Background: an optimization exercise with open tools, aiming at small area, a short achievable clock period and few clock cycles. Do not read the settings as production practice. In this exercise RTL edits were held to simulation tests only and were not proved equivalent to the original. Power figures rest on the tool's default switching activity, not on a simulated workload.

==> flow/design.v <==
`timescale 1ns / 1ps
module dmc_nor2(input a, input b, output y);
assign y = ~(a | b);
endmodule
module dmc_aoi222(input a0, input b0, input a1, input b1, input a2, input b2, output y);
assign y = ~((a0 & b0) | (a1 & b1) | (a2 & b2));
endmodule
module dmc_dec3n(input [2:0] a, output [7:0] y_n);
assign y_n = ~(8'd1 << a);
endmodule
module dmc_nand4(input a, input b, input c, input d, output y);
assign y = ~(a & b & c & d);
endmodule
module dmc_nand2(input a, input b, output y);
assign y = ~(a & b);
endmodule
module dmc_nor3(input a, input b, input c, output y);
assign y = ~(a | b | c);
endmodule
module data_mem_subsystem(
    input flush,
    input clk,
    input wr_en,
    input [15:0] addr,
    input [7:0] rdata,
    output [7:0] wdata,
    output stall,
    output cache_hit,
    output [15:0] mem_addr,
    output mem_wr_en,
    output [7:0] mem_wdata,
    input [7:0] mem_rdata
    );
wire [6:0] tag   = addr[15:9];
wire [5:0] index = addr[8:3];
reg [6:0] tag_field [0:63];
reg [63:0] valid;
reg       second;      
reg       rd_q;        
reg       valid_q;     
reg [6:0] diff_q;      
assign stall     = ~second;
assign cache_hit = rd_q | (valid_q & ~|diff_q);
assign wdata     = mem_rdata;
assign mem_wr_en = wr_en;
assign mem_wdata = rdata;
assign mem_addr  = addr;
wire [7:0] lo_n, hi_n;
dmc_dec3n u_lo (.a(index[2:0]), .y_n(lo_n));
dmc_dec3n u_hi (.a(index[5:3]), .y_n(hi_n));
wire alloc = second & rd_q;                  
wire [7:0] lo_wn = ~(8'd1 << index[2:0]);
wire [7:0] hi_wn = ~((8'd1 << index[5:3]) & {8{alloc}});
wire [63:0] line;      
wire [63:0] line_we;   
genvar g, b, t;
generate
    for (g = 0; g < 64; g = g + 1) begin : g_dec
        dmc_nor2 u_sel (.a(hi_n[g/8]),  .b(lo_n[g%8]), .y(line[g]));
        dmc_nor2 u_we  (.a(hi_wn[g/8]), .b(lo_wn[g%8]), .y(line_we[g]));
    end
endgenerate
wire [7:0] ent [0:63];
wire [21:0] part_n [0:7];
wire [7:0] entry;
generate
    for (g = 0; g < 64; g = g + 1) begin : g_ent
        assign ent[g] = {valid[g], tag_field[g]};
    end
    for (b = 0; b < 8; b = b + 1) begin : g_bit
        for (t = 0; t < 21; t = t + 1) begin : g_term
            dmc_aoi222 u (.a0(line[3*t]),   .b0(ent[3*t][b]),
                          .a1(line[3*t+1]), .b1(ent[3*t+1][b]),
                          .a2(line[3*t+2]), .b2(ent[3*t+2][b]),
                          .y(part_n[b][t]));
        end
        dmc_nand2 u_last (.a(line[63]), .b(ent[63][b]), .y(part_n[b][21]));
        wire [5:0] grp;
        wire [1:0] grp_n;
        for (t = 0; t < 5; t = t + 1) begin : g_grp
            dmc_nand4 u (.a(part_n[b][4*t]), .b(part_n[b][4*t+1]),
                         .c(part_n[b][4*t+2]), .d(part_n[b][4*t+3]), .y(grp[t]));
        end
        dmc_nand2 u_g5 (.a(part_n[b][20]), .b(part_n[b][21]), .y(grp[5]));
        dmc_nor3 u_n0 (.a(grp[0]), .b(grp[1]), .c(grp[2]), .y(grp_n[0]));
        dmc_nor3 u_n1 (.a(grp[3]), .b(grp[4]), .c(grp[5]), .y(grp_n[1]));
        dmc_nand2 u_out (.a(grp_n[0]), .b(grp_n[1]), .y(entry[b]));
    end
endgenerate
integer i;
always @(posedge clk) begin
    second  <= ~second & ~flush;
    rd_q    <= ~wr_en;
    valid_q <= entry[7];
    diff_q  <= entry[6:0] ^ tag;
    for (i = 0; i < 64; i = i + 1) begin
        if (line_we[i])
            tag_field[i] <= tag;
        valid[i] <= ~flush & (valid[i] | line_we[i]);
    end
end
endmodule
Settings: LEC_CHECK=0, CAP_MARGIN=20, CORE_MARGIN=2, CORE_UTILIZATION=65, CTS_BUF_LIST=sky130_fd_sc_hd__clkbuf_8, CTS_CLUSTER_DIAMETER=50, CTS_CLUSTER_SIZE=16, SLEW_MARGIN=20, SYNTH_HIERARCHICAL=1, SYNTH_MEMORY_MAX_BITS=8192, SYNTH_MINIMUM_KEEP_SIZE=0; clock period 10.0 ns.
standard.sh (not shown) runs the stock make flow with config.mk's settings and CLKGATE_MAP_FILE= SYNTH_SCRIPT=/design/flow/synth_recipe.tcl, a recipe that flattens the netlist after the stock synthesis.
==> flow/flow/run.sh <==
#!/bin/bash
set -euo pipefail
export SETUP_SLACK_MARGIN=5.75
export BUFFER_PORTS_ARGS="-buffer_cell sky130_fd_sc_hd__buf_4"
export CTS_ARGS="-sink_clustering_enable -repair_clock_nets -sink_clustering_size 16 -sink_clustering_max_diameter 50 -buf_list sky130_fd_sc_hd__clkbuf_8 -dont_use_dummy_load"
bash standard.sh > orfs_make.log 2>&1
Testbench counts at the start, summed over its fixed seeds: cycles 64,000.
Rerun with:
==> flow/flow/run.sh (replaced) <==
#!/bin/bash
set -euo pipefail
export SETUP_SLACK_MARGIN=5.75
export BUFFER_PORTS_ARGS="-buffer_cell sky130_fd_sc_hd__buf_4"
bash standard.sh > orfs_make.log 2>&1
=>
- setup slack loses 8.3 ps
- clock power increases by 24%
- power goes up by about 7%
- sequential share of layout area goes down by 1.1 points
- via count went down by about 0.34%
- sequential cell count does not change
- first-iteration DRC count fell by about 3.7%
- clock-buffer cell count increases by 4
- die area does not change

---

## v33
RTL: the design.v shown in full above, as it stands there.
export LEC_CHECK = 0
export CAP_MARGIN = 20
export CORE_MARGIN = 2
export CORE_UTILIZATION = 65
export CTS_BUF_LIST = sky130_fd_sc_hd__clkbuf_8
export CTS_CLUSTER_DIAMETER = 50
export CTS_CLUSTER_SIZE = 16
export SLEW_MARGIN = 20
export SYNTH_HIERARCHICAL = 1
export SYNTH_MEMORY_MAX_BITS = 8192
export SYNTH_MINIMUM_KEEP_SIZE = 0
create_clock -name core_clock -period 10.0 [get_ports {clk}]
==> flow/flow/run.sh <==
#!/bin/bash
set -euo pipefail
export SETUP_SLACK_MARGIN=5.9
export BUFFER_PORTS_ARGS="-buffer_cell sky130_fd_sc_hd__buf_4"
res=orfs/results/sky130hd/data_mem_subsystem/base
bash standard.sh "$PWD/$res/3_3_place_gp.odb" > orfs_make_place.log 2>&1
openroad -no_init -exit flow/port_feed.tcl > port_feed.log 2>&1
bash standard.sh > orfs_make.log 2>&1
==> flow/flow/port_feed.tcl <==
# Feed each output port's buffer straight from the input port when it is
# driven through that input port's buffer.
set odb orfs/results/sky130hd/data_mem_subsystem/base/3_3_place_gp.odb
read_db $odb
set block [ord::get_db_block]
set n 0
foreach bterm [$block getBTerms] {
  if {[$bterm getIoType] ne "OUTPUT"} { continue }
  set onet [$bterm getNet]
  set obuf ""
  foreach it [$onet getITerms] {
    if {[$it isOutputSignal]} { set obuf [$it getInst] }
  }
  if {$obuf eq "" || ![string match output* [$obuf getName]]} { continue }
  set a [$obuf findITerm A]
  set mnet [$a getNet]
  set ibuf ""
  foreach it [$mnet getITerms] {
    if {[$it isOutputSignal]} { set ibuf [$it getInst] }
  }
  if {$ibuf eq "" || ![string match input* [$ibuf getName]]} { continue }
  set pnet [[$ibuf findITerm A] getNet]
  set isport 0
  foreach bt [$pnet getBTerms] {
    if {[$bt getIoType] eq "INPUT"} { set isport 1 }
  }
  if {!$isport} { continue }
  $a disconnect
  $a connect $pnet
  puts "fed [$obuf getName] ([$bterm getName]) from port net [$pnet getName]"
  incr n
}
puts "reconnected $n output buffers"
write_db $odb
v33 completed; timing, DRC and antenna clean
Testbench counts of v33, summed over its fixed seeds: cycles 64,000.
diff inputs: v33 => v11
diff --git a/flow/flow/run.sh b/flow/flow/run.sh
--- a/flow/flow/run.sh
+++ b/flow/flow/run.sh
@@ -4,0 +5 @@
+export CTS_ARGS="-sink_clustering_enable -repair_clock_nets -sink_clustering_size 20 -sink_clustering_max_diameter 60 -buf_list sky130_fd_sc_hd__clkbuf_8 -dont_use_dummy_load"
Findings:
- v11 completed; timing, DRC and antenna clean
- Changes observed in v11 relative to v33: met3 demand-to-capacity share in global routing now sits at about the same level, cell count shrank by 41, maximum frequency neither gained nor lost much, part of the total power dissipated in combinational logic climbed 0.3 points, fraction of power consumed by the clock network shrank by 5.5 points.
- Compared with v33, the router placed fewer vias in v11.
- When v11 is measured against v33, its proportion of layout cells with a drive suffix above 1 turns out 1.7 points lower.
- Summary: with v33 as the reference, clock-buffer cell count in v11 moved down by more than 10%.
diff inputs: v11 => v15
diff --git a/flow/flow/run.sh b/flow/flow/run.sh
--- a/flow/flow/run.sh
+++ b/flow/flow/run.sh
@@ -3,0 +4 @@
+export RECOVER_POWER=100
@@ -5 +6 @@
-export CTS_ARGS="-sink_clustering_enable -repair_clock_nets -sink_clustering_size 20 -sink_clustering_max_diameter 60 -buf_list sky130_fd_sc_hd__clkbuf_8 -dont_use_dummy_load"
+export CTS_ARGS="-sink_clustering_enable -repair_clock_nets -sink_clustering_size 16 -sink_clustering_max_diameter 50 -buf_list sky130_fd_sc_hd__clkbuf_8 -dont_use_dummy_load"
The highest routed metal layer comes out met5 in one run and met4 in the other, namely in v15 and v11 respectively.
The source of the critical timing path comes out flush in one run and addr[7] in the other, namely in v15 and v11 respectively.
Compared with v11, in v15 pin slew with the least headroom to its limit went up by 2.69 ns; routed via count divided by cell count went down by 0.93%; clock edge transition at the registers on the reported setup and hold paths was more or less identical; minimum clock period after layout went up by 0.31 ns.
The flow completed for v15, but it is not clean: the layout still shows max-capacitance violations, max-slew violations.
Relative to v15, the following input files were edited for v26:
diff --git a/flow/flow/run.sh b/flow/flow/run.sh
--- a/flow/flow/run.sh
+++ b/flow/flow/run.sh
@@ -4 +3,0 @@
-export RECOVER_POWER=100
Findings:
Of v26 and v15, just one finished clean: v26.
v15 finished all stages; however, its layout fails the closing checks, the failures being max-capacitance violations, max-slew violations.
Re sum of met3 wire segment lengths after detailed routing: v26 and v15 aren't equal, and the lower value belongs to v15.
In v26, the met1 wire length came out 1.7% below the value in v15.
Compared with v15, in v26 fraction of area in registers went down by 0.73 points, via-per-instance ratio was more or less identical.

## what the ideal ports hide
No port has a modelled driver above. Below, the same layouts with a new extraction and two added sets of constraints. Step 1 (the two cells are an assumption about what drives the block):
set clk [get_ports {clk}]
set_driving_cell -lib_cell sky130_fd_sc_hd__clkbuf_16 $clk
set_driving_cell -lib_cell sky130_fd_sc_hd__buf_2 [delete_from_list [all_inputs] $clk]
Step 2 times the ports against the registers' clock, not the clock port: input delays grow and output delays shrink by t, the midpoint of the rising clock arrivals with the driver on. a / b / c = ideal ports / drivers / drivers and shift; a / b = the first two.
| run | t, ns | slack for setup (ns) | pins driven straight from the clock port |
|---|---|---|---|
| the first run of note 1 | 0.607 | 5.754 / 5.580 / 5.309 | 1 |
| the second run of note 1 | 0.623 | 5.745 / 5.568 / 5.317 | 1 |
| v33 | 0.619 | 5.888 / 5.698 / 5.363 | 1 |
| v11 | 0.585 | 5.887 / 5.701 / 5.356 | 1 |
| v15 | 0.605 | 5.581 / 5.573 / 4.969 | 1 |
| v26 | 0.607 | 5.890 / 5.695 / 5.371 | 1 |
The setup slack of v15, which loses most, moves by -0.008 ns with the drivers and by -0.612 ns with both steps.
